From an optimization exercise on the open Yosys and OpenROAD flow, aimed at small area and a short achievable clock period; shortcuts taken in it are not production practice. The RTL was checked by simulation tests, not by an equivalence proof against the original design. Power and IR drop assume default switching activity.

--- flow/design.v ---
`timescale 1ns/1ps
module KEYBOARD_CONTROLLER (
	RST_N     ,
	DATA      ,
	CLK_50MHZ ,
	PS2CLK    ,
	ASCII_OUT ,
	COLOR     ,
	COMMAND
	);
	input        RST_N;
	input        DATA;
	input        CLK_50MHZ;
	input        PS2CLK;
	output [7:0] ASCII_OUT;
	output [7:0] COLOR;
	output [1:0] COMMAND;
	wire clk = CLK_50MHZ;
	localparam [5:0] Y_PT = 6'b010000, Y_LP = 6'b010010, Y_RP = 6'b010011,
		Y_SP = 6'b010100, Y_EQ = 6'b010101, Y_QU = 6'b010110, Y_MI = 6'b011001,
		Y_SL = 6'b011011;
	function [5:0] L;    
		input [4:0] n;
		L = {1'b1, n};
	endfunction
	function [5:0] scan2sym;
		input [7:0] s;
		case (s)
			8'h45, 8'h70: scan2sym = 6'd0;
			8'h16, 8'h69: scan2sym = 6'd1;
			8'h1E, 8'h72: scan2sym = 6'd2;
			8'h26, 8'h7A: scan2sym = 6'd3;
			8'h25, 8'h6B: scan2sym = 6'd4;
			8'h2E, 8'h73: scan2sym = 6'd5;
			8'h36, 8'h74: scan2sym = 6'd6;
			8'h3D, 8'h6C: scan2sym = 6'd7;
			8'h3E, 8'h75: scan2sym = 6'd8;
			8'h46, 8'h7D: scan2sym = 6'd9;
			8'h1C: scan2sym = L(1);   8'h32: scan2sym = L(2);   8'h21: scan2sym = L(3);
			8'h23: scan2sym = L(4);   8'h24: scan2sym = L(5);   8'h2B: scan2sym = L(6);
			8'h34: scan2sym = L(7);   8'h33: scan2sym = L(8);   8'h43: scan2sym = L(9);
			8'h3B: scan2sym = L(10);  8'h42: scan2sym = L(11);  8'h4B: scan2sym = L(12);
			8'h3A: scan2sym = L(13);  8'h31: scan2sym = L(14);  8'h44: scan2sym = L(15);
			8'h4D: scan2sym = L(16);  8'h15: scan2sym = L(17);  8'h2D: scan2sym = L(18);
			8'h1B: scan2sym = L(19);  8'h2C: scan2sym = L(20);  8'h3C: scan2sym = L(21);
			8'h2A: scan2sym = L(22);  8'h1D: scan2sym = L(23);  8'h22: scan2sym = L(24);
			8'h35: scan2sym = L(25);  8'h1A: scan2sym = L(26);
			8'h4E, 8'h7B: scan2sym = Y_MI;
			8'h55:        scan2sym = Y_EQ;
			8'h41:        scan2sym = 6'b010001;
			8'h49, 8'h71: scan2sym = Y_PT;
			8'h4A:        scan2sym = Y_SL;
			8'h7C:        scan2sym = 6'b011010;
			8'h79:        scan2sym = 6'b011000;
			8'h54:        scan2sym = Y_LP;
			8'h5B:        scan2sym = Y_RP;
			8'h52:        scan2sym = Y_QU;
			default:      scan2sym = Y_SP;
		endcase
	endfunction
	function [6:0] sym2asc;
		input [5:0] y;
		if (y[5])
			sym2asc = {2'b11, y[4:0]};
		else if (!y[4])
			sym2asc = {3'b011, y[3:0]};
		else
			case (y[3:0])
				4'b0000: sym2asc = 7'h2E;
				4'b0001: sym2asc = 7'h2C;
				4'b0010: sym2asc = 7'h28;
				4'b0011: sym2asc = 7'h29;
				4'b0100: sym2asc = 7'h20;
				4'b0101: sym2asc = 7'h3D;
				4'b0110: sym2asc = 7'h22;
				4'b1000: sym2asc = 7'h2B;
				4'b1001: sym2asc = 7'h2D;
				4'b1010: sym2asc = 7'h2A;
				default: sym2asc = 7'h2F;
			endcase
	endfunction
	function [2:0] sym2col;
		input [5:0] y;
		if (y[5] || y == Y_QU)
			sym2col = 3'b100;
		else if (!y[4] || y[3:1] == 3'b000)
			sym2col = 3'b010;
		else if (y == Y_SP)
			sym2col = 3'b111;
		else
			sym2col = 3'b001;
	endfunction
	function [31:0] atan32;
		input [4:0] i;
		case (i)
			5'd0  : atan32 = 32'b11001001000011111101101010100010;
			5'd1  : atan32 = 32'b01110110101100011001110000010110;
			5'd2  : atan32 = 32'b00111110101101101110101111110010;
			5'd3  : atan32 = 32'b00011111110101011011101010011011;
			5'd4  : atan32 = 32'b00001111111110101010110111011100;
			5'd5  : atan32 = 32'b00000111111111110101010101101111;
			5'd6  : atan32 = 32'b00000011111111111110101010101011;
			5'd7  : atan32 = 32'b00000001111111111111110101010101;
			5'd8  : atan32 = 32'b00000000111111111111111110101011;
			5'd9  : atan32 = 32'b00000000011111111111111111110101;
			5'd10 : atan32 = 32'b00000000001111111111111111111111;
			default: atan32 = 32'd1 << (6'd32 - {1'b0, i});
		endcase
	endfunction
	reg       c1, c2, d1;
	reg [3:0] bc;
	reg [7:0] sr;
	reg       bdone;
	reg       rel;
	wire      fall = c2 & ~c1;
	always @(posedge clk or negedge RST_N) begin
		if (!RST_N) begin
			c1    <= 1'b0;
			c2    <= 1'b0;
			bc    <= 4'd0;
			bdone <= 1'b0;
			rel   <= 1'b0;
		end
		else begin
			c1    <= PS2CLK;
			c2    <= c1;
			bdone <= fall & (bc == 4'd8);
			if (fall)
				bc <= (bc == 4'd10) ? 4'd0 : bc + 4'd1;
			if (bdone) begin
				if (sr == 8'hF0)
					rel <= 1'b1;
				else if (sr != 8'hE0)
					rel <= 1'b0;
			end
		end
	end
	always @(posedge clk) begin
		d1 <= DATA;
		if (fall && bc != 4'd0 && bc <= 4'd8)
			sr <= {d1, sr[7:1]};
	end
	wire kev   = bdone & ~rel & (sr != 8'hF0) & (sr != 8'hE0);
	wire k_ent = (sr == 8'h5A);
	wire k_bs  = (sr == 8'h66);
	wire [5:0] ksym = scan2sym(sr);
	reg [5:0] ring [0:79];
	reg [6:0] ph;
	reg [6:0] count;
	reg [6:0] r;
	reg       pend;
	reg       lock;
	reg       wen;
	reg [5:0] wdat;
	wire [5:0] rout = ring[79];
	integer gi;
	always @(posedge clk) begin
		for (gi = 79; gi > 0; gi = gi - 1)
			ring[gi] <= ring[gi-1];
		ring[0] <= wen ? wdat : ring[79];
	end
	reg [34:0] A, X, Y, T;
	reg [5:0]  b;                  
	wire       pe = (b == 6'd34);  
	wire       b0 = (b == 6'd0);
	reg [6:0] st_n;
	reg       rdy;
	wire [6:0] st;
	reg [5:0] cnt;
	reg [4:0] it;
	reg [1:0] dret;
	reg       fr, mulf, qs, negr, got;
	reg [5:0] sym;
	reg       sym_ent;
	reg       x_int, x_fract, y_int, y_fract, letter, neg_oper, err;
	reg [2:0] oper;
	reg [2:0] cd;
	reg [1:0] cc;
	reg [5:0] mat;
	reg [3:0] dlast;
	reg [1:0] conv;
	reg       cpf, cnf;
	reg       xs, ys, yz, tsg, aneg, fz, ybit, xz;
	reg        c;         
	reg        ad;        
	reg        ex, ey;    
	reg        y0f, s0f, tsf;
	reg        asg;       
	reg [2:0]  psel;      
	reg [2:0]  qsel;      
	reg [3:0]  kidx;
	reg        sub, cinx, mask, abin;
	reg [1:0]  amode;     
	reg [2:0]  xmode;     
	reg        xbin;
	reg [1:0]  ymode;     
	reg        ybin;
	reg [1:0]  tmode;     
	function kbit;
		input [3:0] k;
		input [5:0] bb;
		input [4:0] ii;
		input [5:0] sy;
		input [3:0] dl;
		reg [34:0] v;
		reg [31:0] at;
		begin
			at = atan32(ii);
			case (k)
				4'd0:    v = {31'd0, sy[3:0]};
				4'd1:    v = {31'd0, dl};
				4'd2:    v = 35'd100000;
				4'd3:    v = 35'd10;
				4'd4:    v = {3'b000, at};
				4'd5:    v = {32'b001_10010010000111111011010101000, 3'b000};
				4'd6:    v = {32'b000_10011011011100111111011111001, 3'b000};
				4'd7:    v = {1'b0, 31'b01_10111101011100001010001111011 + 31'd1, 3'b000};
				default: v = {1'b1, 31'b10_01001100100011110101110000101, 3'b000};
			endcase
			kbit = v[bb];
		end
	endfunction
	reg pb, qb;
	always @(*) begin
		case (psel)
			3'd0:    pb = A[0];
			3'd1:    pb = X[0];
			3'd2:    pb = Y[0];
			3'd4:    pb = b0 ? abin : ad;
			default: pb = 1'b0;
		endcase
		case (qsel)
			3'd1:    qb = X[0];
			3'd2:    qb = Y[0];
			3'd3:    qb = T[0];
			3'd4:    qb = kbit(kidx, b, it, sym, dlast);
			default: qb = 1'b0;
		endcase
	end
	wire qx   = qb ^ sub;
	wire ci   = b0 ? (sub | cinx) : c;
	wire sb   = pb ^ qx ^ ci;
	wire co   = (pb & qx) | (pb & ci) | (qx & ci);
	wire sbm  = sb & ~(mask & b[5]);      
	wire y0   = b0 ? Y[0] : y0f;
	reg a34;    
	always @(*) begin
		case (amode)
			2'd1:    a34 = sbm;
			2'd2:    a34 = 1'b0;
			default: a34 = A[0];
		endcase
	end
	always @(posedge clk) begin
		b  <= pe ? 6'd0 : b + 6'd1;
		c  <= co;
		ad <= A[0];
		ex <= X[0];
		ey <= Y[0];
		if (b0) begin
			y0f <= Y[0];
			s0f <= sb;
			tsf <= T[34];
		end
		if (pe) asg <= a34;
		if (amode == 2'd2)
			A <= {1'b0, pe ? 1'b0 : sb, A[33:1]};
		else
			A <= {a34, A[34:1]};
		case (xmode)
			3'd1:    X <= {sbm, X[34:1]};
			3'd2:    X <= {(b >= 6'd16 && b < 6'd32) ? A[19] : X[0], X[34:1]};
			3'd3:    X <= {b0 ? xbin : ex, X[34:1]};
			3'd4:    X <= {b0 ? xbin : (b < 6'd16) ? ex : X[0], X[34:1]};
			default: X <= {X[0], X[34:1]};
		endcase
		case (ymode)
			2'd1:    Y <= {sbm, Y[34:1]};
			2'd2:    Y <= {1'b0, (b < 6'd32) ? Y[0] : (b == 6'd32) ? s0f : 1'b0, Y[33:1]};
			2'd3:    Y <= {b0 ? ybin : ey, Y[34:1]};
			default: Y <= {Y[0], Y[34:1]};
		endcase
		case (tmode)
			2'd1:    T <= {sbm, T[34:1]};
			2'd2:    T <= {tsf, pe ? tsf : T[0], T[33:1]};
			default: T <= {T[0], T[34:1]};
		endcase
	end
	localparam [6:0]
		S_IDLE = 7'd0,  S_FETCH = 7'd1, S_DISP = 7'd2,  S_M1 = 7'd3,   S_M2 = 7'd4,
		S_M3   = 7'd5,  S_M4 = 7'd6,    S_DG6 = 7'd8,  S_DG7 = 7'd9,
		S_CLRA = 7'd10, S_FR0 = 7'd11,  S_FRA = 7'd12,  S_FRF = 7'd13, S_YM = 7'd14,
		S_YI   = 7'd16, S_YS = 7'd17,   S_EV = 7'd18,  S_CLRY = 7'd19,
		S_MST  = 7'd20, S_EVT = 7'd21,  S_QZ1 = 7'd22,  S_QZ2 = 7'd23, S_DV0 = 7'd24,
		S_DV1  = 7'd7,  S_DV2 = 7'd25,  S_DV3 = 7'd26,  S_DS = 7'd27,  S_DSF = 7'd28, S_DV4 = 7'd29,
		S_C1   = 7'd30, S_C2 = 7'd31,   S_C3A = 7'd32,  S_C3B = 7'd15, S_C3C = 7'd64, S_C4 = 7'd33,
		S_C5   = 7'd34,
		S_I1   = 7'd35, S_I2 = 7'd36,   S_I3 = 7'd37,   S_I4 = 7'd38,  S_I5 = 7'd39,
		S_I6   = 7'd40, S_I7 = 7'd41,   S_R1 = 7'd42,   S_R2 = 7'd43,  S_R3 = 7'd44,
		S_R4   = 7'd45, S_R5 = 7'd46,   S_P0 = 7'd47,   S_P1 = 7'd48,  S_P2 = 7'd49,
		S_P3   = 7'd50, S_P4 = 7'd51,   S_PF1 = 7'd52,  S_PF2 = 7'd53, S_PF3 = 7'd54,
		S_PF4  = 7'd55, S_ZR = 7'd56,   S_PF6 = 7'd57,  S_PF7 = 7'd58, S_PF8 = 7'd59,
		S_PSH  = 7'd60, S_PF9 = 7'd61,  S_OUT = 7'd62,  S_ERR = 7'd63, S_PPT = 7'd65;
	wire any_n  = x_int | x_fract | y_int | y_fract;
	wire none   = ~any_n & ~letter;
	wire is_dig = (sym[5:4] == 2'b00);
	wire is_pt  = (sym[5:1] == 5'b01000);
	wire is_op  = (sym[5:2] == 4'b0110);
	wire is_let = sym[5];
	wire cd_nz  = (cd != 3'd0);
	wire is_sin = mat[1] & mat[3] & mat[5];
	wire is_cos = mat[0] & mat[2] & mat[4];
	wire c_swap = conv[1];
	wire srcY   = (oper[0] == c_swap);
	wire negv   = c_swap & (oper[0] ^ conv[0]);
	wire d_pt_x = !sym_ent && is_pt && cd_nz && x_int;
	wire d_pt_y = !sym_ent && is_pt && cd_nz && !x_int && y_int;
	wire d_op_x = !sym_ent && is_op && !letter && x_int;
	wire d_rp_x = !sym_ent && !is_pt && !is_op && sym == Y_RP && letter && x_int && cd_nz;
	reg [5:0] msym;
	reg       mend;
	always @(*) begin
		mend = 1'b0;
		msym = Y_SP;
		case (cnt[4:0])
			5'd0: msym = Y_SP;   5'd1: msym = L(5);   5'd2: msym = L(18);  5'd3: msym = L(18);
			5'd4: msym = L(15);  5'd5: msym = L(18);  5'd6: msym = Y_SL;   5'd7: msym = Y_SP;
			default:
				if (err)
					case (cnt[4:0])
						5'd8:  msym = L(21); 5'd9:  msym = L(14); 5'd10: msym = L(11); 5'd11: msym = L(14);
						5'd12: msym = L(15); 5'd13: msym = L(23); 5'd14: msym = L(14); 5'd15: msym = Y_SP;
						5'd16: msym = L(3);  5'd17: msym = L(15); 5'd18: msym = L(13); 5'd19: msym = L(13);
						5'd20: msym = L(1);  5'd21: msym = L(14); 5'd22: msym = L(4);
						default: mend = 1'b1;
					endcase
				else if (sym_ent)
					case (cnt[4:0])
						5'd8:  msym = L(5);  5'd9:  msym = L(24); 5'd10: msym = L(16); 5'd11: msym = L(18);
						5'd12: msym = L(5);  5'd13: msym = L(19); 5'd14: msym = L(19); 5'd15: msym = L(9);
						5'd16: msym = L(15); 5'd17: msym = L(14); 5'd18: msym = Y_SP;  5'd19: msym = L(14);
						5'd20: msym = L(15); 5'd21: msym = L(20); 5'd22: msym = Y_SP;  5'd23: msym = L(6);
						5'd24: msym = L(21); 5'd25: msym = L(12); 5'd26: msym = L(12);
						default: mend = 1'b1;
					endcase
				else
					case (cnt[4:0])
						5'd8:  msym = L(21); 5'd9:  msym = L(14); 5'd10: msym = L(5);  5'd11: msym = L(24);
						5'd12: msym = L(16); 5'd13: msym = L(5);  5'd14: msym = L(3);  5'd15: msym = L(20);
						5'd16: msym = L(5);  5'd17: msym = L(4);  5'd18: msym = Y_SP;  5'd19: msym = L(20);
						5'd20: msym = L(15); 5'd21: msym = L(11); 5'd22: msym = L(5);  5'd23: msym = L(14);
						5'd24: msym = Y_SP;  5'd25: msym = Y_QU;  5'd27: msym = Y_QU;
						5'd26: if (sym[5:1] == 5'b01001) mend = 1'b1; else msym = sym;
						default: mend = 1'b1;
					endcase
		endcase
	end
	always @(*) begin
		psel = 3'd3; qsel = 3'd0; kidx = 4'd0; sub = 1'b0; cinx = 1'b0; mask = 1'b0; abin = 1'b0;
		amode = 2'd0; xmode = 3'd0; xbin = 1'b0; ymode = 2'd0; ybin = 1'b0; tmode = 2'd0;
		case (st)
			S_IDLE: begin amode = 2'd1; xmode = 3'd1; ymode = 2'd1; end
			S_DISP: begin
				if (d_pt_x || d_op_x || d_rp_x) xmode = 3'd2;
				else if (d_pt_y && !letter) begin psel = 3'd0; ymode = 2'd1; end
			end
			S_CLRA, S_DV3, S_PF2, S_ZR: amode = 2'd1;
			S_M1:  begin psel = 3'd4; tmode = 2'd1; end
			S_M2, S_M3: begin psel = 3'd4; amode = 2'd1; end
			S_M4:  begin psel = 3'd4; qsel = 3'd3; amode = 2'd1; end
			S_DG6: if (letter) begin psel = 3'd0; mask = 1'b1; ymode = 2'd1; end
			S_DG7: begin psel = 3'd0; qsel = 3'd4; kidx = 4'd0; amode = 2'd1; end
			S_FRA: begin
				psel = 3'd4; qsel = 3'd4; kidx = 4'd2; sub = ~asg; amode = 2'd1;
				if (cnt != 6'd16) begin
					if (x_fract) begin xmode = 3'd4; xbin = ~asg; end
					else begin ymode = 2'd3; ybin = ~asg; end
				end
			end
			S_FRF: begin
				if (x_fract) begin xmode = 3'd4; xbin = ~asg; end
				else begin ymode = 2'd3; ybin = ~asg; end
			end
			S_YM:  begin psel = 3'd2; mask = 1'b1; ymode = 2'd1; end
			S_YI:  begin psel = 3'd0; ymode = 2'd1; end
			S_YS:  begin psel = 3'd2; qsel = 3'd2; mask = 1'b1; ymode = 2'd1; end
			S_EV: begin
				case (oper[1:0])
					2'b00: begin psel = 3'd1; qsel = 3'd2; amode = 2'd1; end
					2'b01: begin psel = 3'd1; qsel = 3'd2; sub = 1'b1; mask = 1'b1; amode = 2'd1; end
					2'b10: amode = 2'd1;
					default: ;
				endcase
			end
			S_CLRY, S_C5: ymode = 2'd1;
			S_MST: begin psel = 3'd0; qsel = (mulf & y0) ? 3'd1 : 3'd0; amode = 2'd2; ymode = 2'd2; end
			S_EVT: if (oper != 3'b011 && !oper[2]) amode = 2'd1;
			S_QZ1: begin psel = 3'd2; mask = 1'b1; xmode = 3'd1; end
			S_QZ2: begin qsel = 3'd4; kidx = 4'd1; ymode = 2'd1; end
			S_DV1: if (xs) begin qsel = 3'd1; sub = 1'b1; mask = 1'b1; xmode = 3'd1; end
			S_DV2: if (ys) begin qsel = 3'd2; sub = 1'b1; mask = 1'b1; ymode = 2'd1; end
			S_DS:  begin psel = 3'd4; abin = X[31]; qsel = 3'd2; sub = ~asg; amode = 2'd1; xmode = 3'd3; xbin = ~asg; end
			S_DSF: begin
				xmode = 3'd3; xbin = ~asg;
				if (asg) begin psel = 3'd0; qsel = 3'd2; amode = 2'd1; end
			end
			S_DV4: begin qsel = 3'd1; sub = qs; mask = 1'b1; amode = 2'd1; end
			S_C1:  xmode = 3'd3;
			S_C2:  begin qsel = 3'd1; sub = neg_oper; amode = 2'd1; end
			S_C3A: begin psel = 3'd0; qsel = 3'd4; kidx = 4'd7; sub = 1'b1; end
			S_C3B: begin psel = 3'd0; qsel = 3'd4; kidx = 4'd8; sub = 1'b1; end
			S_C3C: if (cpf | cnf) begin psel = 3'd0; qsel = 3'd4; kidx = 4'd5; sub = cpf; amode = 2'd1; end
			S_C4:  begin qsel = 3'd4; kidx = 4'd6; xmode = 3'd1; end
			S_I1:  begin qsel = 3'd2; tmode = 2'd1; end
			S_I2, S_I5, S_R2: tmode = 2'd2;
			S_PF3: begin tmode = 2'd2; ymode = 2'd3; end
			S_I3:  begin psel = 3'd1; qsel = 3'd3; sub = ~asg; xmode = 3'd1; end
			S_I4:  begin psel = 3'd1; qsel = 3'd3; sub = asg; tmode = 2'd1; end
			S_I6:  begin psel = 3'd2; qsel = 3'd3; sub = asg; ymode = 2'd1; end
			S_I7:  begin psel = 3'd0; qsel = 3'd4; kidx = 4'd4; sub = ~asg; amode = 2'd1; end
			S_R1:  begin qsel = srcY ? 3'd2 : 3'd1; tmode = 2'd1; end
			S_R3:  begin qsel = 3'd3; sub = negv; mask = 1'b1; tmode = 2'd1; end
			S_R4:  if (tsg) begin qsel = 3'd3; sub = 1'b1; mask = 1'b1; tmode = 2'd1; end
			S_R5:  begin qsel = 3'd3; amode = 2'd1; end
			S_P4:  if (!aneg) begin psel = 3'd0; xmode = 3'd1; end
			S_PF1: begin qsel = 3'd4; kidx = 4'd2; tmode = 2'd1; end
			S_PF4: if (ybit) begin psel = 3'd0; qsel = 3'd3; amode = 2'd1; end
			S_PF6: begin psel = 3'd1; tmode = 2'd1; end
			S_PF7: begin psel = 3'd0; xmode = 3'd1; end
			S_PF8: begin qsel = 3'd4; kidx = 4'd3; ymode = 2'd1; end
			S_PF9: begin qsel = 3'd3; xmode = 3'd1; end
			default: ;
		endcase
	end
	reg [1:0] ocmd_n;
	reg [6:0] oasc;
	reg [2:0] ocol_n;
	reg       e_sym, e_nl, e_del;
	reg [5:0] esym;
	assign COMMAND   = ~ocmd_n;
	assign ASCII_OUT = {1'b0, oasc};
	assign COLOR     = ~{{3{ocol_n[2]}}, {3{ocol_n[1]}}, {2{ocol_n[0]}}};
	always @(posedge clk or negedge RST_N) begin
		if (!RST_N) begin
			ocmd_n <= 2'b00;
			oasc   <= 7'd0;
			ocol_n <= 3'b000;
		end
		else if (e_sym) begin
			ocmd_n <= 2'b11;
			oasc   <= sym2asc(esym);
			ocol_n <= ~sym2col(esym);
		end
		else begin
			ocmd_n <= e_nl ? 2'b01 : e_del ? 2'b10 : 2'b00;
			oasc   <= 7'd0;
			ocol_n <= 3'b000;
		end
	end
	wire ph_r  = (ph == r);
	wire ph_c  = (ph == count);
	wire psh_w = (st == S_PSH || st == S_PPT) && ph_c && !got && !b0;
	always @(*) begin
		e_sym = 1'b0; e_nl = 1'b0; e_del = 1'b0; esym = ksym;
		wen = 1'b0; wdat = ksym;
		if (pend && ph_c)
			wen = 1'b1;
		if (kev && !lock) begin
			if (k_bs) begin
				if (count != 7'd0) e_del = 1'b1;
			end
			else if (!k_ent && count != 7'd80)
				e_sym = 1'b1;
		end
		if (psh_w) begin
			wen  = 1'b1;
			wdat = (st == S_PPT) ? Y_PT : sym;
		end
		case (st)
			S_P0, S_P2: begin e_sym = b0; esym = Y_SP; end
			S_P1:       begin e_sym = b0; esym = Y_EQ; end
			S_P3:       begin e_sym = b0 & negr; esym = Y_MI; end
			S_P4:       e_nl = b0 & aneg;
			S_OUT:      if (cnt == 6'd2) e_nl = 1'b1; else if (cnt[0] && ph_r) begin e_sym = 1'b1; esym = rout; end
			S_ERR:      if (mend) e_nl = 1'b1; else begin e_sym = 1'b1; esym = msym; end
			default: ;
		endcase
	end
	assign st = rdy ? st_n : S_IDLE;
	wire rel_line = (st == S_OUT && cnt == 6'd2) || (st == S_ERR && mend) || (st == S_P4 && pe && aneg);
	wire set79    = (st == S_P4 && pe && !aneg);
	always @(posedge clk or negedge RST_N) begin
		if (!RST_N) begin
			rdy   <= 1'b0;
			count <= 7'd0;
			pend  <= 1'b0;
			lock  <= 1'b0;
		end
		else begin
			rdy <= 1'b1;
			if (pend && ph_c) begin
				pend  <= 1'b0;
				count <= count + 7'd1;
			end
			if (kev && !lock) begin
				if (k_bs) begin
					if (count != 7'd0) count <= count - 7'd1;
				end
				else if (k_ent)
					lock <= 1'b1;
				else if (count != 7'd80)
					pend <= 1'b1;
			end
			if (psh_w) count <= count - 7'd1;
			if (set79) count <= 7'd79;
			if (rel_line) begin
				lock  <= 1'b0;
				count <= 7'd0;
			end
		end
	end
	always @(posedge clk) begin
		begin
			ph <= (ph == 7'd79) ? 7'd0 : ph + 7'd1;
			if (psh_w) got <= 1'b1;
			if (b == 6'd31) begin
				xs   <= X[0];
				ys   <= Y[0];
				aneg <= A[0];
				ybit <= Y[0];
			end
			if (st == S_R3 && b == 6'd31) tsg <= sbm;
			if (b0) begin
				yz <= ~Y[0];
				fz <= Y[0];
				xz <= X[0];
			end
			else if (!b[5]) begin
				yz <= yz & ~Y[0];
				fz <= fz | Y[0];
				xz <= xz | X[0];
			end
			if (st == S_PSH && b0) sym <= {2'b00, A[3:0]};
			case (st)
				S_IDLE: begin
					x_int <= 1'b0; x_fract <= 1'b0; y_int <= 1'b0; y_fract <= 1'b0;
					letter <= 1'b0; neg_oper <= 1'b0; err <= 1'b0; negr <= 1'b0;
					oper <= 3'b000; cd <= 3'd0; cc <= 2'd0; mat <= 6'd0; got <= 1'b0;
					if (lock && !pend && pe) begin
						r  <= 7'd0;
						st_n <= S_FETCH;
					end
					else
						st_n <= S_IDLE;
				end
				S_FETCH: begin
					if (!got) begin
						if (r == count) begin
							sym_ent <= 1'b1;
							got     <= 1'b1;
						end
						else if (ph_r) begin
							sym     <= rout;
							sym_ent <= 1'b0;
							r       <= r + 7'd1;
							got     <= 1'b1;
						end
					end
					if (pe && got) begin
						got <= 1'b0;
						st_n  <= S_DISP;
					end
				end
				S_PSH: if (pe && got) begin
					got <= 1'b0;
					if (dret == 2'd1) begin
						it <= it - 5'd1;
						st_n <= (it == 5'd1) ? S_PPT : S_DV3;
					end
					else if (!xz) begin
						r   <= count;
						cnt <= 6'd0;
						st_n  <= S_OUT;
					end
					else
						st_n <= S_DV3;
				end
				S_PPT: if (pe && got) begin
					got  <= 1'b0;
					dret <= 2'd2;
					st_n <= S_PF9;
				end
				S_OUT: begin
					if (cnt == 6'd2) begin
						st_n  <= S_IDLE;
					end
					else if (!cnt[0]) begin
						r   <= r + 7'd1;
						cnt <= 6'd1;
					end
					else if (ph_r) begin
						if (r == 7'd79) cnt <= 6'd2;
						else cnt <= 6'd0;
					end
				end
				S_ERR: begin
					if (mend) begin
						st_n  <= S_IDLE;
					end
					else
						cnt <= cnt + 6'd1;
				end
				default: if (pe) begin
					case (st)
						S_DISP: begin
							if (sym_ent) begin
								if (letter)                 st_n <= S_EVT;
								else if (y_int && cd_nz)    st_n <= S_YI;
								else if (y_fract)           st_n <= S_FR0;
								else begin cnt <= 6'd0; st_n <= S_ERR; end
							end
							else if (is_dig) begin
								if (none) begin x_int <= 1'b1; fr <= 1'b0; st_n <= S_M1; end
								else if (any_n) begin fr <= 1'b0; st_n <= S_M1; end
								else begin cnt <= 6'd0; st_n <= S_ERR; end
							end
							else if (is_pt) begin
								if (cd_nz && x_int) begin
									x_int <= 1'b0; x_fract <= 1'b1; cd <= 3'd0; st_n <= S_CLRA;
								end
								else if (cd_nz && y_int) begin
									y_int <= 1'b0; y_fract <= 1'b1; cd <= 3'd0; st_n <= S_CLRA;
								end
								else begin cnt <= 6'd0; st_n <= S_ERR; end
							end
							else if (is_op) begin
								if (!letter) begin
									if (x_int) begin
										x_int <= 1'b0; y_int <= 1'b1; oper <= {1'b0, sym[1:0]}; cd <= 3'd0;
										st_n <= S_CLRA;
									end
									else if (x_fract) begin
										oper <= {1'b0, sym[1:0]};
										st_n <= S_FR0;
									end
									else begin cnt <= 6'd0; st_n <= S_ERR; end
								end
								else if (x_int && !cd_nz && sym[1:0] == 2'b01 && !neg_oper) begin
									neg_oper <= 1'b1; st_n <= S_FETCH;
								end
								else begin cnt <= 6'd0; st_n <= S_ERR; end
							end
							else if (is_let) begin
								if (none || (letter && !any_n)) begin
									letter <= 1'b1;
									cc <= cc + 2'd1;
									case (cc)
										2'd0: mat[1:0] <= {sym == L(19), sym == L(3)};
										2'd1: mat[3:2] <= {sym == L(9),  sym == L(15)};
										2'd2: mat[5:4] <= {sym == L(14), sym == L(19)};
										default: ;
									endcase
									st_n <= S_FETCH;
								end
								else begin cnt <= 6'd0; st_n <= S_ERR; end
							end
							else if (sym == Y_LP) begin
								if (letter) begin
									x_int <= 1'b1;
									if (is_sin)      begin oper <= 3'b100; st_n <= S_FETCH; end
									else if (is_cos) begin oper <= 3'b101; st_n <= S_FETCH; end
									else begin err <= 1'b1; cnt <= 6'd0; st_n <= S_ERR; end
								end
								else begin cnt <= 6'd0; st_n <= S_ERR; end
							end
							else if (sym == Y_RP) begin
								if (letter && x_int && cd_nz) begin
									x_int <= 1'b0; y_int <= 1'b1; oper <= 3'b011; cd <= 3'd0;
									st_n <= S_CLRA;
								end
								else if (letter && x_fract) st_n <= S_FR0;
								else begin cnt <= 6'd0; st_n <= S_ERR; end
							end
							else if (sym == Y_SP) st_n <= S_FETCH;
							else begin cnt <= 6'd0; st_n <= S_ERR; end
						end
						S_CLRA: st_n <= S_FETCH;
						S_M1: st_n <= S_M2;
						S_M2: st_n <= S_M3;
						S_M3: st_n <= S_M4;
						S_M4: begin
							if (cd != 3'd7) cd <= cd + 3'd1;
							st_n <= fr ? S_FR0 : S_DG6;
						end
						S_DG6: begin
							if (letter) dlast <= sym[3:0];
							st_n <= S_DG7;
						end
						S_DG7: st_n <= S_FETCH;
						S_FR0: begin
							if (cd == 3'd0 || cd > 3'd5) begin cnt <= 6'd0; st_n <= S_ERR; end
							else if (cd != 3'd5) begin fr <= 1'b1; st_n <= S_M1; end
							else begin cd <= 3'd0; cnt <= 6'd16; st_n <= S_FRA; end
						end
						S_FRA: begin
							cnt <= cnt - 6'd1;
							if (cnt == 6'd1) st_n <= S_FRF;
						end
						S_FRF: begin
							if (x_fract) begin
								x_fract <= 1'b0; y_int <= 1'b1; st_n <= S_CLRA;
							end
							else begin
								y_fract <= 1'b0; st_n <= S_YM;
							end
						end
						S_YM: st_n <= S_EV;
						S_YI: begin y_int <= 1'b0; cnt <= 6'd16; st_n <= S_YS; end
						S_YS: begin
							cnt <= cnt - 6'd1;
							if (cnt == 6'd1) st_n <= S_EV;
						end
						S_EV: begin
							mulf <= (oper[1:0] == 2'b10);
							case (oper[1:0])
								2'b00, 2'b01: begin cnt <= 6'd16; st_n <= S_CLRY; end
								2'b10: begin cnt <= 6'd32; st_n <= S_MST; end
								default: st_n <= S_DV0;
							endcase
						end
						S_CLRY: begin
							mulf <= 1'b0;
							st_n <= (cnt == 6'd0) ? S_P0 : S_MST;
						end
						S_MST: begin
							cnt <= cnt - 6'd1;
							if (cnt == 6'd1) st_n <= S_P0;
						end
						S_EVT: begin
							if (oper == 3'b011) st_n <= S_QZ1;
							else if (oper[2]) begin cnt <= 6'd16; st_n <= S_C1; end
							else begin cnt <= 6'd0; st_n <= S_CLRY; end
						end
						S_QZ1: st_n <= S_QZ2;
						S_QZ2: st_n <= S_DV0;
						S_DV0: begin
							qs   <= xs ^ ys;
							dret <= 2'd0;
							st_n <= yz ? S_ZR : S_DV1;
						end
						S_ZR: begin cnt <= 6'd0; st_n <= S_CLRY; end
						S_DV1: st_n <= S_DV2;
						S_DV2: st_n <= S_DV3;
						S_DV3: begin cnt <= 6'd32; st_n <= S_DS; end
						S_DS: begin
							cnt <= cnt - 6'd1;
							if (cnt == 6'd1) st_n <= S_DSF;
						end
						S_DSF: st_n <= (dret == 2'd0) ? S_DV4 : S_PSH;
						S_DV4: begin cnt <= 6'd0; st_n <= S_CLRY; end
						S_C1: begin
							cnt <= cnt - 6'd1;
							if (cnt == 6'd1) st_n <= S_C2;
						end
						S_C2:  st_n <= S_C3A;
						S_C3A: begin cpf <= ~asg & co; st_n <= S_C3B; end
						S_C3B: begin cnf <= asg & ~co; st_n <= S_C3C; end
						S_C3C: begin conv <= cpf ? 2'b10 : cnf ? 2'b11 : 2'b00; st_n <= S_C4; end
						S_C4:  st_n <= S_C5;
						S_C5:  begin it <= 5'd0; st_n <= S_I1; end
						S_I1:  begin cnt <= {1'b0, it}; st_n <= (it == 5'd0) ? S_I3 : S_I2; end
						S_I2:  begin cnt <= cnt - 6'd1; if (cnt == 6'd1) st_n <= S_I3; end
						S_I3:  st_n <= S_I4;
						S_I4:  begin cnt <= {1'b0, it}; st_n <= (it == 5'd0) ? S_I6 : S_I5; end
						S_I5:  begin cnt <= cnt - 6'd1; if (cnt == 6'd1) st_n <= S_I6; end
						S_I6:  st_n <= S_I7;
						S_I7:  begin it <= it + 5'd1; st_n <= (it == 5'd31) ? S_R1 : S_I1; end
						S_R1:  begin cnt <= 6'd3; st_n <= S_R2; end
						S_R2:  begin cnt <= cnt - 6'd1; if (cnt == 6'd1) st_n <= S_R3; end
						S_R3:  st_n <= S_R4;
						S_R4:  begin if (tsg) negr <= 1'b1; st_n <= S_R5; end
						S_R5:  begin cnt <= 6'd29; st_n <= S_CLRY; end
						S_P0:  st_n <= S_P1;
						S_P1:  st_n <= S_P2;
						S_P2:  st_n <= S_P3;
						S_P3:  st_n <= S_P4;
						S_P4: begin
							if (aneg) begin
								st_n  <= S_IDLE;
							end
							else begin
								dret  <= fz ? 2'd1 : 2'd2;
								it    <= 5'd5;
								st_n  <= fz ? S_PF1 : S_PF8;
							end
						end
						S_PF1: st_n <= S_PF2;
						S_PF2: begin cnt <= 6'd16; st_n <= S_PF3; end
						S_PF3: st_n <= S_PF4;
						S_PF4: begin
							cnt <= cnt - 6'd1;
							st_n <= (cnt == 6'd1) ? S_PF6 : S_PF3;
						end
						S_PF6: st_n <= S_PF7;
						S_PF7: st_n <= S_PF8;
						S_PF8: st_n <= S_DV3;
						S_PF9: st_n <= S_DV3;
						default: st_n <= S_IDLE;
					endcase
				end
			endcase
		end
	end
endmodule  
--- flow/flow/run.sh ---
#!/bin/bash
set -euo pipefail
export BUFFER_PORTS_ARGS="-buffer_cell sky130_fd_sc_hd__buf_2"
bash standard.sh finish > flow_make.log 2>&1
--- flow/standard.sh ---
#!/bin/bash
# synth_recipe.tcl (not shown) runs the flow's synth.tcl, then flattens the netlist and writes it again
# the make line also repeats each setting of config.mk as NAME=value (left out here)
make -C /OpenROAD-flow-scripts/flow DESIGN_CONFIG=/design/flow/config.mk WORK_HOME=/design/flow/orfs CLKGATE_MAP_FILE= SYNTH_SCRIPT=/design/flow/synth_recipe.tcl "${@:-finish}"
--- flow/config.mk ---
export PLATFORM = sky130hd
export DESIGN_NAME = KEYBOARD_CONTROLLER
export DESIGN_NICKNAME = KEYBOARD_CONTROLLER
export VERILOG_FILES = /design/flow/design.v
export SDC_FILE = /design/flow/constraint.sdc
export NUM_CORES = 4
export LEC_CHECK = 0
export CAP_MARGIN = 20
export CORE_MARGIN = 2
export CORE_UTILIZATION = 60
export CTS_BUF_LIST = sky130_fd_sc_hd__clkbuf_8
export CTS_CLUSTER_DIAMETER = 60
export CTS_CLUSTER_SIZE = 16
export SLEW_MARGIN = 20
--- flow/constraint.sdc ---
create_clock -name core_clock -period 160.0 [get_ports {CLK_50MHZ}]
set_input_delay 32.0000 -clock core_clock [delete_from_list [all_inputs] [get_ports {CLK_50MHZ}]]
set_output_delay 32.0000 -clock core_clock [all_outputs]
set_load 0.01 [all_outputs]
==> results.toml, run 1 <==
[sta]
skew_ns = 0.0373
fin_setup_tns_ns = 0
slew_violations = 0
tightest_slew_ns = 1.18
setup_violations = 0
min_period_over_period = 0.208
setup_ws_ns = 126.70
rsz0062_at_grt = "false"
fin_crit_ns = 33.30
relSlewSlack = 0.209
max_freq_mhz = 30.0
finalHoldViolCount = 0

[yosys]
synth_edf_count = 79
synthDistinctLibCells = 104
ys_seq_area_frac = 0.617
synth-compound-area-share = 0.147
syn_inst = 2482
synth_adder_area_share = 0.0227
synth_area_leader_cell = "dfxtp_1"
synth-xor-area-share = 0.0180
syn_area_per_cell_um2 = 10.6
synth-simple-area-share = 0.150
synth-seq-cells = 761
ys_warn_count = 2
synth_fp_nets = 2533
ys_async_sr_fraction = 0.0394
yosys.area.top_type_share = 0.497
synth.top_cells.by_count = "dfxtp_1 (652), nand2_1 (201), nor2_1 (192)"
synthesis.area_um2 = 26200
synth_top_family_by_area = "simple AND/OR/NAND/NOR gates"
synth.mux.area_fraction = 0.0126
synth_top_flop_cell = "dfxtp_1"
ys_top_cells_by_area = "dfxtp_1 (50%), edfxtp_1 (9.0%), a21oi_1 (3.2%)"
yosysMostFrequentCell = "dfxtp_1"

[pwr]
seqPwrFrac = 0.570
p_clk_frac = 0.246
combinationalPowerShare = 0.183
power_density_nw_per_um2 = 14.6
switching_share = 0.315
vdd_ir_drop_max_mv = 0.0137
power_switching_mw = 0.128
leakage_nw = 10.7
p_int_mw = 0.278
total_power_mw = 0.406

[setup_path]
crit_path_cell_trace = "inv_1, buf_2"
worst_path_largest_cell_delay_ns = 0.39
reg2reg_depth = 18
cp_data_required_time_ns = 128.00
start_kind = "flop"
arrival_ns = 1.30
end_kind = "primary output"
path_max_fanout = 2
crit_path_top_delay_cell = "dfrtp_1"
crit_type = "flop to primary output"

[route]
vias_per_cell = 6.29
num_vias = 19221
drt_iter0_markers = 2551
drt-total-wl_um = 71500
ant_nets = 0
drtPass1Iterations = 5
drc = 0
routedWlPerCell_um = 23.4

[global_routing]
grt_pass1_wl_um = 109000
grt_overflow = 0
grt_antenna_before_repair = 0
grt_max_degree = 37
grt_pass1_vias = 18433
track_usage = 0.314

[worst_hold_path]
hold_path.class = "flop to flop"
hold-path-cell-count = 0

[status]
status = "timing/DRC/antenna clean"

[floorplanning]
initial_core_util = 0.609
die_area_um2 = 45400
die_w_um = 213
core-area_um2 = 43100
placement_rows = 76
io_pins = 22
dieHeight_um = 213

[clock_network]
tritoncts = "yes"
cts.repair.resized = 0
clockBufferDepth = 3
numCtsBuffers = 60
post_cts_buffers = 0
cts_root_buf = "clkbuf_8"
h-tree-depth = 2
worstSkewPairLatency_ns = 0.73
clk_pin_slew_ns = 0.10
cts_hold_buf = 0
clkSinkCount = 761

[place]
routabilityCongestion = 1.02
portBuffers = 20
pre_cts_ws_ns = 127.38
dp_hpwl_um = 49300

[finish]
diodes = 0
multi_input_area_um2 = 9210
fin_nets = 2495
seq_area_um2 = 16200
n_fill_cell = 3349
area_growth_pct = 5.76
drive_above_1_share = 0.0709

[flow_run]
max_cap_violations = 0
[layer usage]
metal | up-vias | wire, um | track usage
met3 | 235 | 6640 | 0.0644
met1 | 9202 | 29300 | 0.419
met5 | - | 0 | 0
li1 | 8716 | - | -
met4 | 0 | 3220 | 0.135
met2 | 1068 | 32300 | 0.499
[worst max-delay path: cells and delay by family (launching register included)]
kind | cells | cell delay [ns]
DFF | 1 | 0.39
buffers and inverters | 2 | 0.18
[layout make-up]
class | instances | area share
Tap cell | 585 | 0.0264
Timing Repair Buffer | 48 | 0.0112
Inverter | 60 | 0.00812
Clock inverter | 25 | 0.00875
Sequential cell | 761 | 0.583
Clock buffer | 62 | 0.0308
Multi-Input combinational cell | 1513 | 0.332
[flip-flops by register name (all words and copies together) (netlist names), 3 cells and up, named ones only]
name and count:
Y 35, oasc 7, dlast 4, ocol_n 3, ph 7, bc 4, mat 6, sr 8
cnt 6, sym 6, b 6, it 5, T 35, st_n 7, X 35, ring 480
count 7, oper 3, cd 3, r 7, A 35
[final timing paths]
check | from | to | slack, ns
worst min-delay path | ring[26][2] | ring[27][2] | 0.30
min in group asynchronous | RST_N | oasc[2] | 31.32
max in group asynchronous | RST_N | bc[2] | 128.19
worst min register to register | ring[26][2] | ring[27][2] | 0.30
worst max-delay path | ocol_n[0] | COLOR[1] | 126.70
worst max register to register | it[1] | A[34] | 153.73
[cells in the final DEF, fill, tap and decap left out, types with 18 or more instances in the layout]
master	n
and3_1	26
inv_1	68
o211ai_1	26
nor2b_1	27
mux2i_1	25
ha_1	46
a21oi_1	167
xnor2_1	25
nand2b_1	32
buf_4	28
nor2_1	191
a211oi_1	28
o22ai_1	24
o21ai_0	132
xor2_1	29
clkbuf_8	62
edfxtp_1	79
and2_1	18
nand2_1	201
dfxtp_1	652
a31oi_1	43
nor4_1	22
buf_2	20
nor3_1	61
nand3_1	83
dfrtp_1	30
nand4_1	37
[cells by family after synthesis]
| family | count (synthesis) |
|---|---|
| other | 2 |
| adders and majority gates | 47 |
| and+or+nand+nor | 787 |
| muxes | 32 |
| DFF | 761 |
| AOI/OAI and AO/OA | 591 |
| xor gates and xnor gates | 54 |
| buffers and inverters | 208 |
[power groups by stage]
| stage | clock (mW) | combinational (mW) | sequential [mW] |
|---|---|---|---|
| 2_1_floorplan | 0 | 0.0561 | 0.226 |
| 3_3_place_gp | 0 | 0.0697 | 0.235 |
| 3_5_place_dp | 0 | 0.0711 | 0.235 |
| 4_1_cts | 0.102 | 0.0715 | 0.232 |
| 5_1_grt | 0.108 | 0.0798 | 0.234 |
| 6_report | 0.100 | 0.0744 | 0.232 |
[per-stage QoR]
step / instance area [um^2] / util / hold slack (ns) / cells
floorplan: 26200 / - / 0.310 / 2482
global placement: 26600 / 0.619 / 0.310 / 2967
detailed placement: 26700 / 0.619 / 0.312 / 2967
CTS: 27700 / 0.644 / 0.313 / 3054
global route: 27700 / 0.644 / 0.323 / 3054
finish: 27700 / 0.644 / 0.299 / 3054
==> inputs of run 2 (changes only) <==
--- a/flow/config.mk
+++ b/flow/config.mk
@@ -8,5 +8,5 @@
 export CAP_MARGIN = 20
 export CORE_MARGIN = 2
-export CORE_UTILIZATION = 60
+export CORE_UTILIZATION = 70
 export CTS_BUF_LIST = sky130_fd_sc_hd__clkbuf_8
 export CTS_CLUSTER_DIAMETER = 60
==> results.toml, run 2 <==
[setup_path]
r2r-end = "A[34]"
cp_data_required_time_ns = 128.00
path_max_fanout = 3
end_kind = "primary output"
worst_path_largest_cell_delay_ns = 0.40
start_kind = "flop"
rr_startpoint = "it[0]"
crit_type = "flop to primary output"
reg2reg_depth = 18
cp_num_buf_inv = 2
r2r_slack_ns = 153.30
crit_path_cell_trace = "inv_1, buf_2"
cp_top_family = "flip-flops"
arrival_ns = 1.34
crit_path_top_delay_cell = "dfrtp_1"

[yosys]
yosys.area.top_type_share = 0.497
ys_warn_count = 2
syn_area_per_cell_um2 = 10.6
synth.top_cells.by_count = "dfxtp_1 (652), nand2_1 (201), nor2_1 (192)"
yosysMostFrequentCell = "dfxtp_1"
ys_async_sr_fraction = 0.0394
syn_inst = 2482
synth_area_leader_cell = "dfxtp_1"
ys_top_cells_by_area = "dfxtp_1 (50%), edfxtp_1 (9.0%), a21oi_1 (3.2%)"
ys_seq_area_frac = 0.617
synthDistinctLibCells = 104
synth_edf_count = 79
synth_fp_nets = 2533
synth-seq-cells = 761
synthesis.area_um2 = 26200
synth_top_flop_cell = "dfxtp_1"

[flow_run]
max_cap_violations = 0

[place]
placed_area_um2 = 26500
portBuffers = 20
dp_hpwl_um = 56300
routabilityCongestion = 1.03

[clock_network]
clockBufferDepth = 3
h-tree-depth = 2
post_cts_buffers = 0
tritoncts = "yes"
clkSinkCount = 761
cts.repair.resized = 0
cts_root_buf = "clkbuf_8"
clk_pin_slew_ns = 0.12
cts_hold_buf = 0
numCtsBuffers = 56
worstSkewPairLatency_ns = 0.74

[finish]
multi_input_area_um2 = 9220
final_cell_area_um2 = 27500
regMostFlops = "ring"
final_common_cell = "dfxtp_1"
n_fill_cell = 2245
area_growth_pct = 4.67
largest_register_ff_count = 480
mostFrequentLayoutCells = "dfxtp_1 (652), nand2_1 (201), nor2_1 (192)"
diodes = 0
drive_above_1_share = 0.0681
fin_nets = 2492
finalCoreUtilization = 0.747
seq_area_um2 = 16200

[floorplanning]
initial_core_util = 0.713
placement_rows = 70
die_area_um2 = 39000
io_pins = 22
dieHeight_um = 198
die_w_um = 198
core-area_um2 = 36800

[worst_hold_path]
hold_start = "ring[34][4]"
hold_path.class = "flop to flop"
hold_end = "ring[35][4]"
hold-path-cell-count = 0

[global_routing]
grt_pass1_wl_um = 127000
grt_max_degree = 37
grt_antenna_before_repair = 5
track_usage = 0.438
grt_overflow = 0
grt_pass1_vias = 20823

[sta]
holdWs_ns = 0.294
min_period_over_period = 0.208
fin_crit_ns = 33.34
fin_setup_tns_ns = 0
slew_violations = 0
tightest_slew_ns = 1.08
skew_ns = 0.0701
relSlewSlack = 0.273
max_freq_mhz = 30.0
rsz0062_at_grt = "false"
setup_violations = 0
finalHoldViolCount = 0

[route]
routedWlPerCell_um = 29.0
drc = 0
wl_met1_um = 28200
drt-total-wl_um = 85200
drt_iter0_markers = 3920
ant_nets = 0
vias_per_cell = 7.26
route.met2.wl_um = 37600
wl_met3_um = 11300
drtPass1Iterations = 14
num_vias = 21287
top_layer = "met5"

[pwr]
leakage_nw = 10.6
total_power_mw = 0.414
power_density_nw_per_um2 = 15.1
vdd_ir_drop_max_mv = 0.0126

[status]
status = "timing/DRC/antenna clean"
[run 2: cell counts after synthesis]
Identical to the previous run, type by type.
[run 2: stage by stage]
step	worst slack (ns)	cells
2_1_floorplan	127.41	2482
3_3_place_gp	127.45	2851
3_5_place_dp	127.40	2851
4_1_cts	126.67	2934
5_1_grt	126.64	2934
6_report	126.66	2934
[run 2: cell families (layout without fill, tap and decap cells)]
| group | count (synthesis) | after routing | synth area share |
|---|---|---|---|
| XOR/XNOR | 54 | 54 | 0.0180 |
| flip-flops | 761 | 761 | 0.617 |
| AO/OA/AOI/OAI | 591 | 591 | 0.147 |
| multiplexers | 32 | 32 | 0.0126 |
| adder cells (fa/ha/maj) | 47 | 47 | 0.0227 |
| buffers and inverters | 208 | 192 | 0.0330 |
| other | 2 | 2 | 0.000286 |
| AND/OR/NAND/NOR | 787 | 787 | 0.150 |
[run 2: how the worst max path moves through the flow]
stage | start | endpoint | depth (start not counted)
floorplan | ocol_n[1] | COLOR[3] | 2
global placement | RST_N | ocmd_n[0] | 1
detailed placement | RST_N | bc[0] | 1
CTS | ocol_n[2] | COLOR[7] | 2
global route | ocol_n[1] | COLOR[3] | 2
finish | ocol_n[2] | COLOR[5] | 2
[run 2: final cells by class]
cell class	count	share of cell area
Clock buffer	57	0.0286
Clock inverter	26	0.00565
Sequential cell	761	0.589
Inverter	60	0.00820
Multi-Input combinational cell	1513	0.336
Timing Repair Buffer	49	0.0116
Tap cell	468	0.0213
[run 2: power by group]
group | internal (mW) | switching, mW | total, mW | leakage (nW)
Clock | 0.0337 | 0.0616 | 0.0953 | 0.542
Combinational | 0.0247 | 0.0575 | 0.0822 | 3.65
Sequential | 0.216 | 0.0207 | 0.237 | 6.42
[run 2: layer usage]
metal  up-vias  global-route usage
met2      2067               0.679
met5         -                   0
met4         4               0.315
met1      9739               0.511
li1       8712                   -
met3       765               0.148
[run 2: worst reg2reg max path: stages (launching register included)]
cell	delay, ns
edfxtp_1	0.56
inv_1	0.20
ha_1	0.59
nor3b_1	0.38
ha_1	0.68
nor2_1	0.18
o211a_1	0.47
nand4_1	0.24
nand3_1	0.18
a2111oi_4	0.39
o2bb2ai_1	0.17
o2111ai_1	0.26
o21ai_1	0.17
xor2_1	0.22
fa_1	0.71
a21boi_1	0.57
nand2_1	0.14
o21ai_0	0.31
nor2b_1	0.23
==> inputs of run 3 (changes only) <==
--- a/flow/config.mk
+++ b/flow/config.mk
@@ -8,5 +8,5 @@
 export CAP_MARGIN = 20
 export CORE_MARGIN = 2
-export CORE_UTILIZATION = 70
+export CORE_UTILIZATION = 40
 export CTS_BUF_LIST = sky130_fd_sc_hd__clkbuf_8
 export CTS_CLUSTER_DIAMETER = 60
==> results.toml, run 3 <==
[status]
status = "timing/DRC/antenna clean"

[yosys]
synth-xor-area-share = 0.0180
synth_top_family_by_area = "simple AND/OR/NAND/NOR gates"
synth_fp_nets = 2533
synth_edf_count = 79
ys_top_cells_by_area = "dfxtp_1 (50%), edfxtp_1 (9.0%), a21oi_1 (3.2%)"
yosysMostFrequentCell = "dfxtp_1"
syn_area_per_cell_um2 = 10.6
syn_inst = 2482
synthesis.area_um2 = 26200
ys_async_sr_fraction = 0.0394
synth_top_flop_cell = "dfxtp_1"
synth_area_leader_cell = "dfxtp_1"
ys_seq_area_frac = 0.617
yosys.area.top_type_share = 0.497
synth.top_cells.by_count = "dfxtp_1 (652), nand2_1 (201), nor2_1 (192)"
synth_adder_area_share = 0.0227
synth.mux.area_fraction = 0.0126
synthDistinctLibCells = 104
ys_warn_count = 2
synth-simple-area-share = 0.150
synth-compound-area-share = 0.147
synth-seq-cells = 761

[sta]
max_freq_mhz = 30.1
min_period_over_period = 0.208
fin_crit_ns = 33.24
slew_violations = 0
finalHoldViolCount = 0
setup_violations = 0
rsz0062_at_grt = "false"
fin_setup_tns_ns = 0
relSlewSlack = 0.272
skew_ns = 0.0479
tightest_slew_ns = 1.08
setup_ws_ns = 126.76

[global_routing]
grt_pass1_wl_um = 113000
grt_pass1_vias = 18573
grt_overflow = 0
grt_antenna_before_repair = 2
track_usage = 0.219
grt_max_degree = 37

[finish]
mostFrequentLayoutCells = "dfxtp_1 (652), nand2_1 (201), nor2_1 (192)"
n_fill_cell = 6246
largest_register_ff_count = 480
regMostFlops = "ring"
finalCoreUtilization = 0.439
multi_input_area_um2 = 9240
final_common_cell = "dfxtp_1"
seq_area_um2 = 16200
area_growth_pct = 8.15
fin_nets = 2514
drive_above_1_share = 0.0803

[route]
drc = 0
vias_per_cell = 5.66
ant_nets = 0
drtPass1Iterations = 6
drt-total-wl_um = 74000
num_vias = 18943
drt_iter0_markers = 1792
routedWlPerCell_um = 22.1

[floorplanning]
initial_core_util = 0.406
io_pins = 22
placement_rows = 93
die_area_um2 = 67700
dieHeight_um = 260
die_w_um = 260
core-area_um2 = 64700

[clock_network]
worstSkewPairLatency_ns = 0.69
cts_root_buf = "clkbuf_8"
clk_pin_slew_ns = 0.10
numCtsBuffers = 67
h-tree-depth = 3
tritoncts = "yes"
post_cts_buffers = 0
cts_hold_buf = 0
cts.repair.resized = 0
clkSinkCount = 761
clockBufferDepth = 3

[flow_run]
max_cap_violations = 0

[setup_path]
worst_path_largest_cell_delay_ns = 0.36
end_kind = "primary output"
start_kind = "flop"
cp_top_family = "flip-flops"
cp_num_buf_inv = 2
crit_type = "flop to primary output"
path_max_fanout = 3
crit_path_cell_trace = "inv_1, buf_2"
cp_data_required_time_ns = 128.00
arrival_ns = 1.24
crit_path_top_delay_cell = "dfrtp_1"

[place]
portBuffers = 20
routabilityCongestion = 0.955
dp_hpwl_um = 51200
pre_cts_ws_ns = 127.43

[pwr]
leakage_nw = 10.8
power_density_nw_per_um2 = 14.7
vdd_ir_drop_max_mv = 0.00875

[worst_hold_path]
hold_path.class = "flop to flop"
run 3: cell counts after synthesis:
Identical to the previous run, type by type.
run 3: area by class of cell:
| type | instances | area share |
|---|---|---|
| diodes | 1 | 0.0000882 |
| clock buffers | 69 | 0.0335 |
| clock inverters | 29 | 0.0109 |
| inverters | 60 | 0.00794 |
| multi-input cells | 1513 | 0.326 |
| flip-flops and latches | 761 | 0.570 |
| well taps | 855 | 0.0377 |
| repair buffers | 60 | 0.0141 |
run 3: path summary, 6_finish.rpt:
path                            startpoint  endpoint  slack (ns)  cells after the start
worst max-delay path             ocol_n[2]  COLOR[7]      126.76                      2
worst min-delay path                  X[8]      X[7]        0.31                      0
worst max register to register       it[1]     A[34]      153.44                     18
worst min register to register        X[8]      X[7]        0.31                      0
max in group asynchronous            RST_N   oasc[6]      128.18                      1
min in group asynchronous            RST_N        c2       31.35                      1
run 3: report_power, final:
part	internal, mW	leakage [nW]	switching (mW)
Clock	0.0477	0.680	0.0623
Combinational	0.0248	3.71	0.0505
Sequential	0.216	6.42	0.0155
Total	0.288	10.8	0.128
run 3: layer usage:
metal / global-route usage / vias to the layer above / wire (um)
met3: 0.0401 / 188 / 5420
met1: 0.299 / 9167 / 32700
li1: - / 8760 / -
met5: 0 / - / 0
met4: 0.101 / 0 / 2980
met2: 0.336 / 828 / 32800
run 3: cells by family (layout without fill, tap and decap cells):
group,count (synthesis),after routing
AO/OA/AOI/OAI,591,591
adder cells (fa/ha/maj),47,47
AND/OR/NAND/NOR,787,787
other,2,3
multiplexers,32,32
buffers and inverters,208,218
flip-flops,761,761
XOR/XNOR,54,54
run 3: stage by stage:
step | cells | area (um^2) | hold WS (ns) | total power, mW
global route | 3347 | 28400 | 0.326 | 0.437
CTS | 3347 | 28400 | 0.318 | 0.420
floorplan | 2482 | 26200 | 0.310 | 0.282
detailed placement | 3249 | 27100 | 0.312 | 0.308
finish | 3348 | 28400 | 0.307 | 0.417
global placement | 3249 | 27100 | 0.311 | 0.308
==> inputs of run 4 (changes only) <==
--- a/flow/config.mk
+++ b/flow/config.mk
@@ -9,5 +9,5 @@
 export CORE_MARGIN = 2
 export CORE_UTILIZATION = 40
-export CTS_BUF_LIST = sky130_fd_sc_hd__clkbuf_8
+export CTS_BUF_LIST = sky130_fd_sc_hd__clkbuf_8 sky130_fd_sc_hd__clkbuf_16
 export CTS_CLUSTER_DIAMETER = 60
 export CTS_CLUSTER_SIZE = 16
==> results.toml, run 4 <==
[clock_network]
clockBufferDepth = 3
clk_pin_slew_ns = 0.07
clkSinkCount = 761
cts_hold_buf = 0
worstSkewPairLatency_ns = 0.61
cts_root_buf = "clkbuf_16"
tritoncts = "yes"
post_cts_buffers = 0
cts.repair.resized = 0
numCtsBuffers = 67
h-tree-depth = 3

[route]
drc = 0
vias_per_cell = 5.67
num_vias = 18985
wl_met1_um = 32900
routedWlPerCell_um = 22.2
top_layer = "met4"
wl_met3_um = 5250
ant_nets = 0
drtPass1Iterations = 6
route.met2.wl_um = 33000
drt_iter0_markers = 1825
drt-total-wl_um = 74200

[setup_path]
crit_type = "flop to primary output"
path_max_fanout = 3
cp_data_required_time_ns = 128.00
end_kind = "primary output"
arrival_ns = 1.17
start_kind = "flop"

[yosys]
synth_fp_nets = 2533
synth.top_cells.by_count = "dfxtp_1 (652), nand2_1 (201), nor2_1 (192)"
synthDistinctLibCells = 104
synthesis.area_um2 = 26200
synth_area_leader_cell = "dfxtp_1"
syn_inst = 2482
ys_top_cells_by_area = "dfxtp_1 (50%), edfxtp_1 (9.0%), a21oi_1 (3.2%)"
yosys.area.top_type_share = 0.497
ys_async_sr_fraction = 0.0394
synth_edf_count = 79
synth_top_flop_cell = "dfxtp_1"
ys_seq_area_frac = 0.617
synth-seq-cells = 761
yosysMostFrequentCell = "dfxtp_1"
ys_warn_count = 2
syn_area_per_cell_um2 = 10.6

[global_routing]
track_usage = 0.219
grt_pass1_vias = 18574
grt_overflow = 0
grt_pass1_wl_um = 114000
grt_antenna_before_repair = 2
grt_max_degree = 37

[sta]
slew_violations = 0
rsz0062_at_grt = "false"
finalHoldViolCount = 0
fin_setup_tns_ns = 0
tightest_slew_ns = 1.13
max_freq_mhz = 30.1
min_period_over_period = 0.207
setup_violations = 0
fin_crit_ns = 33.17
relSlewSlack = 0.243
skew_ns = 0.0213

[finish]
fin_nets = 2514
regMostFlops = "ring"
largest_register_ff_count = 480
drive_above_1_share = 0.0803
mostFrequentLayoutCells = "dfxtp_1 (652), nand2_1 (201), nor2_1 (192)"
layout.cells.non_filler = 3348
area_growth_pct = 11.1
final_common_cell = "dfxtp_1"

[place]
dp_hpwl_um = 51200
routabilityCongestion = 0.955
portBuffers = 20
dp_cells = 3249

[status]
status = "timing/DRC/antenna clean"

[floorplanning]
core-area_um2 = 64700
dieHeight_um = 260
die_area_um2 = 67700
initial_core_util = 0.406
placement_rows = 93
die_w_um = 260
io_pins = 22

[pwr]
leakage_nw = 11.2
combinationalPowerShare = 0.164
p_int_mw = 0.325
power_density_nw_per_um2 = 15.8
seqPwrFrac = 0.504
switching_share = 0.293
vdd_ir_drop_max_mv = 0.0110
p_clk_frac = 0.333
power_switching_mw = 0.135

[worst_hold_path]
hold_path.class = "flop to flop"

[flow_run]
max_cap_violations = 0
-- run 4: cell counts after synthesis --
Identical to the previous run, type by type.
-- run 4: logic make-up after synthesis --
kind of cell / count (synthesis) / synth area share
AO/OA/AOI/OAI: 591 / 0.147
XOR/XNOR: 54 / 0.0180
adder cells (fa/ha/maj): 47 / 0.0227
buffers and inverters: 208 / 0.0330
flip-flops: 761 / 0.617
multiplexers: 32 / 0.0126
other: 2 / 0.000286
AND/OR/NAND/NOR: 787 / 0.150
-- run 4: routing by layer --
layer,track usage,up-vias
met5,0,-
met3,0.0426,192
li1,-,8769
met2,0.338,777
met1,0.298,9247
met4,0.0978,0
-- run 4: path summary, 6_finish.rpt --
kind | start | end | slack (ns) | cells past startpoint
setup / recovery | ocol_n[2] | COLOR[7] | 126.83 | 2
hold / removal | ring[65][2] | ring[66][2] | 0.31 | 0
setup reg to reg | it[1] | A[34] | 153.45 | 18
hold reg to reg | ring[65][2] | ring[66][2] | 0.31 | 0
max in group asynchronous | RST_N | oasc[6] | 128.12 | 1
min in group asynchronous | RST_N | c2 | 31.42 | 1
-- run 4: power by group through the flow --
stage                     clock network [mW]  logic [mW]  registers [mW]
after global placement                     0      0.0728           0.235
after detailed placement                   0      0.0731           0.235
after CTS                              0.158      0.0735           0.232
final                                  0.153      0.0753           0.232
after global routing                   0.165      0.0812           0.234
after floorplan                            0      0.0561           0.226
-- run 4: worst max-delay path: stages (launching register included) --
cell,delay [ns]
dfrtp_1,0.36
inv_1,0.09
buf_2,0.14
-- run 4: final cells by class --
class                      count  area, um^2
antenna                        1        2.50
clock buffer                  70        1740
clock inverter                28         305
fill                        6185       35500
inverter                      60         225
multi-input combinational   1513        9240
sequential                   761       16200
tap                          855        1070
timing repair buffer          60         400
-- run 4: stage by stage --
stage	hold WS [ns]	cell area [um^2]	setup WS [ns]	utilization	total power, mW
floorplan	0.310	26200	127.41	-	0.282
global placement	0.311	27100	127.47	0.419	0.308
detailed placement	0.312	27100	127.43	0.419	0.308
CTS	0.318	29100	126.79	0.450	0.463
global route	0.327	29200	126.77	0.451	0.481
finish	0.315	29200	126.83	0.451	0.460
==> inputs of run 5 (changes only) <==
--- a/flow/config.mk
+++ b/flow/config.mk
@@ -8,7 +8,7 @@
 export CAP_MARGIN = 20
 export CORE_MARGIN = 2
-export CORE_UTILIZATION = 40
-export CTS_BUF_LIST = sky130_fd_sc_hd__clkbuf_8 sky130_fd_sc_hd__clkbuf_16
-export CTS_CLUSTER_DIAMETER = 60
-export CTS_CLUSTER_SIZE = 16
+export CORE_UTILIZATION = 60
+export CTS_BUF_LIST = sky130_fd_sc_hd__clkbuf_8
+export CTS_CLUSTER_DIAMETER = 50
+export CTS_CLUSTER_SIZE = 18
 export SLEW_MARGIN = 20
==> results.toml, run 5 <==
[status]
status = "timing/DRC/antenna clean"

[setup_path]
startpoint = "ocol_n[1]"
start_kind = "flop"
cp_top_family = "flip-flops"
crit_path_top_delay_cell = "dfrtp_1"
cp.depth = 2
end_kind = "primary output"
r2r-end = "A[34]"
rr_startpoint = "it[1]"
cp_num_buf_inv = 2
arrival_ns = 1.29
r2r_slack_ns = 153.78
critPathCapture = "COLOR[2]"
reg2reg_depth = 18
worst_path_largest_cell_delay_ns = 0.38
crit_path_cell_trace = "inv_1, buf_2"
cp_data_required_time_ns = 128.00
crit_type = "flop to primary output"
path_max_fanout = 3

[place]
pre_cts_ws_ns = 127.38
portBuffers = 20
dp_hpwl_um = 49300
routabilityCongestion = 1.02

[sta]
slew_violations = 0
tightest_slew_ns = 1.18
relSlewSlack = 0.205
fin_setup_tns_ns = 0
setup_violations = 0
finalHoldViolCount = 0
setup_ws_ns = 126.71
max_freq_mhz = 30.0
skew_ns = 0.0466
min_period_over_period = 0.208
rsz0062_at_grt = "false"
fin_crit_ns = 33.29

[yosys]
synthesis.area_um2 = 26200
ys_warn_count = 2
ys_async_sr_fraction = 0.0394
yosys.area.top_type_share = 0.497
synth_top_family_by_area = "simple AND/OR/NAND/NOR gates"
synth.mux.area_fraction = 0.0126
synth_fp_nets = 2533
synth-compound-area-share = 0.147
synth_adder_area_share = 0.0227
ys_seq_area_frac = 0.617
synth-simple-area-share = 0.150
synth_edf_count = 79
syn_inst = 2482
syn_area_per_cell_um2 = 10.6
synth-seq-cells = 761
ys_top_cells_by_area = "dfxtp_1 (50%), edfxtp_1 (9.0%), a21oi_1 (3.2%)"
yosysMostFrequentCell = "dfxtp_1"
synth-xor-area-share = 0.0180
synthDistinctLibCells = 104
synth_top_flop_cell = "dfxtp_1"
synth.top_cells.by_count = "dfxtp_1 (652), nand2_1 (201), nor2_1 (192)"
synth_area_leader_cell = "dfxtp_1"

[finish]
regMostFlops = "ring"
final_common_cell = "dfxtp_1"
mostFrequentLayoutCells = "dfxtp_1 (652), nand2_1 (201), nor2_1 (191)"
drive_above_1_share = 0.0717
n_fill_cell = 3360
diodes = 0
area_growth_pct = 5.69
fin_nets = 2493
largest_register_ff_count = 480

[route]
drc = 0
ant_nets = 0
vias_per_cell = 6.31
drt-total-wl_um = 71100
num_vias = 19279
routedWlPerCell_um = 23.3
drtPass1Iterations = 6
drt_iter0_markers = 2536

[floorplanning]
initial_core_util = 0.609
io_pins = 22
placement_rows = 76
dieHeight_um = 213
die_area_um2 = 45400
core-area_um2 = 43100
die_w_um = 213

[clock_network]
numCtsBuffers = 58
cts.repair.resized = 0
clkSinkCount = 761
cts_hold_buf = 0
tritoncts = "yes"
clockBufferDepth = 3
h-tree-depth = 2
clk_pin_slew_ns = 0.11
worstSkewPairLatency_ns = 0.72
cts_root_buf = "clkbuf_8"
post_cts_buffers = 0

[global_routing]
grt_pass1_wl_um = 108000
grt_pass1_vias = 18382
track_usage = 0.312
grt_antenna_before_repair = 0
grt_max_degree = 37
grt_overflow = 0

[pwr]
vdd_ir_drop_max_mv = 0.0143
power_density_nw_per_um2 = 14.6
leakage_nw = 10.6

[worst_hold_path]
hold_path.class = "flop to flop"

[flow_run]
max_cap_violations = 0
-- run 5: cell count changes in the layout (fill, tap and decap cells not counted), moves of 2 or more --
cell,before,now
nor3_2,5,3
inv_6,1,3
clkbuf_8,1,60
bufinv_16,3,0
buf_4,40,28
inv_1,70,65
inv_12,1,4
clkbuf_16,69,0
clkinv_2,0,2
nor3_1,59,61
-- run 5: worst reg2reg max path: stages, from the launching register on --
cell and delay (ns):
edfxtp_1 0.57, inv_1 0.18, ha_1 0.58, nor3b_1 0.39, ha_1 0.32, a21oi_1 0.82, and2_1 0.42, a31oi_1 0.13
a31oi_1 0.30, a311oi_1 0.08, nor4_1 0.29, o2111ai_1 0.18, o21ai_1 0.29, xor2_1 0.14, fa_1 0.60, a21boi_1 0.42
nand2_1 0.10, o21ai_0 0.20, nor2b_1 0.16
-- run 5: report_power, final --
part           internal (mW)  switching [mW]  total [mW]
combinational         0.0244          0.0499      0.0744
sequential             0.216          0.0157       0.232
clock                 0.0371          0.0625      0.0996
-- run 5: cells by family after synthesis --
family,count (synthesis)
AOI/OAI and AO/OA,591
xor gates and xnor gates,54
adders and majority gates,47
buffers and inverters,208
DFF,761
muxes,32
other,2
and+or+nand+nor,787
-- run 5: routing by layer --
| metal | vias up | part of all wire | global-route usage |
|---|---|---|---|
| li1 | 8719 | - | - |
| met1 | 9266 | 0.41 | 0.418 |
| met2 | 1059 | 0.45 | 0.493 |
| met3 | 235 | 0.093 | 0.0655 |
| met4 | 0 | 0.043 | 0.129 |
| met5 | - | 0 | 0 |
-- run 5: worst min path at each step --
stage                     start  depth (start not counted)          end  slack (ns)
floorplan                 A[11]                          0        A[10]        0.31
global placement          X[34]                          0        X[33]        0.31
detailed placement        A[14]                          0        A[13]        0.31
CTS                       X[12]                          0        X[11]        0.33
global route        ring[22][0]                          0  ring[23][0]        0.32
finish              ring[77][4]                          0  ring[78][4]        0.32
-- run 5: cell type report --
type	count	area, um^2	area share
clock inverter	26	251	0.00907
multi-input combinational	1513	9210	0.332
tap	585	732	0.0264
inverter	60	225	0.00812
timing repair buffer	48	310	0.0112
clock buffer	60	826	0.0298
sequential	761	16200	0.583
-- run 5: per-stage QoR --
stage,instances,power [mW],instance area [um^2],util,hold WS (ns)
after floorplan,2482,0.282,26200,-,0.310
final,3053,0.406,27700,0.644,0.319
after global placement,2967,0.304,26600,0.619,0.310
after global routing,3053,0.421,27700,0.644,0.325
after CTS,3053,0.404,27700,0.644,0.329
after detailed placement,2967,0.306,26700,0.619,0.312

port drivers added, routing unchanged:
The flow's constraints put no driver on any port. The routed layouts listed below were extracted and timed again, unchanged, in two steps. Step 1: set_driving_cell puts a clkbuf_16 on CLK_50MHZ and a buf_2 on each other input, an assumption about the parent block. Step 2 adds t to the input delays and takes it off the output delays; t is the mean of the earliest and latest rising clock arrival at the registers after step 1. Input paths then give back, and output paths get back, about the clock's delay inside the block. Slacks: ideal ports / drivers / drivers and shift; pairs: ideal ports / drivers.
run | shift t [ns] | setup slack, ns | hold slack, ns | worst setup path at the end
run 1 | 0.761 | 126.700 / 126.649 / 127.410 | 0.299 / 0.299 / 0.299 | register to output
run 2 | 0.764 | 126.663 / 126.608 / 127.372 | 0.294 / 0.294 / 0.294 | register to output
run 3 | 0.724 | 126.761 / 126.706 / 127.429 | 0.307 / 0.307 / 0.307 | register to output
run 4 | 0.659 | 126.826 / 126.766 / 127.425 | 0.315 / 0.315 / 0.315 | register to output
run 5 | 0.744 | 126.714 / 126.662 / 127.406 | 0.319 / 0.319 / 0.319 | register to output
After both steps setup and hold are still met in every run listed.
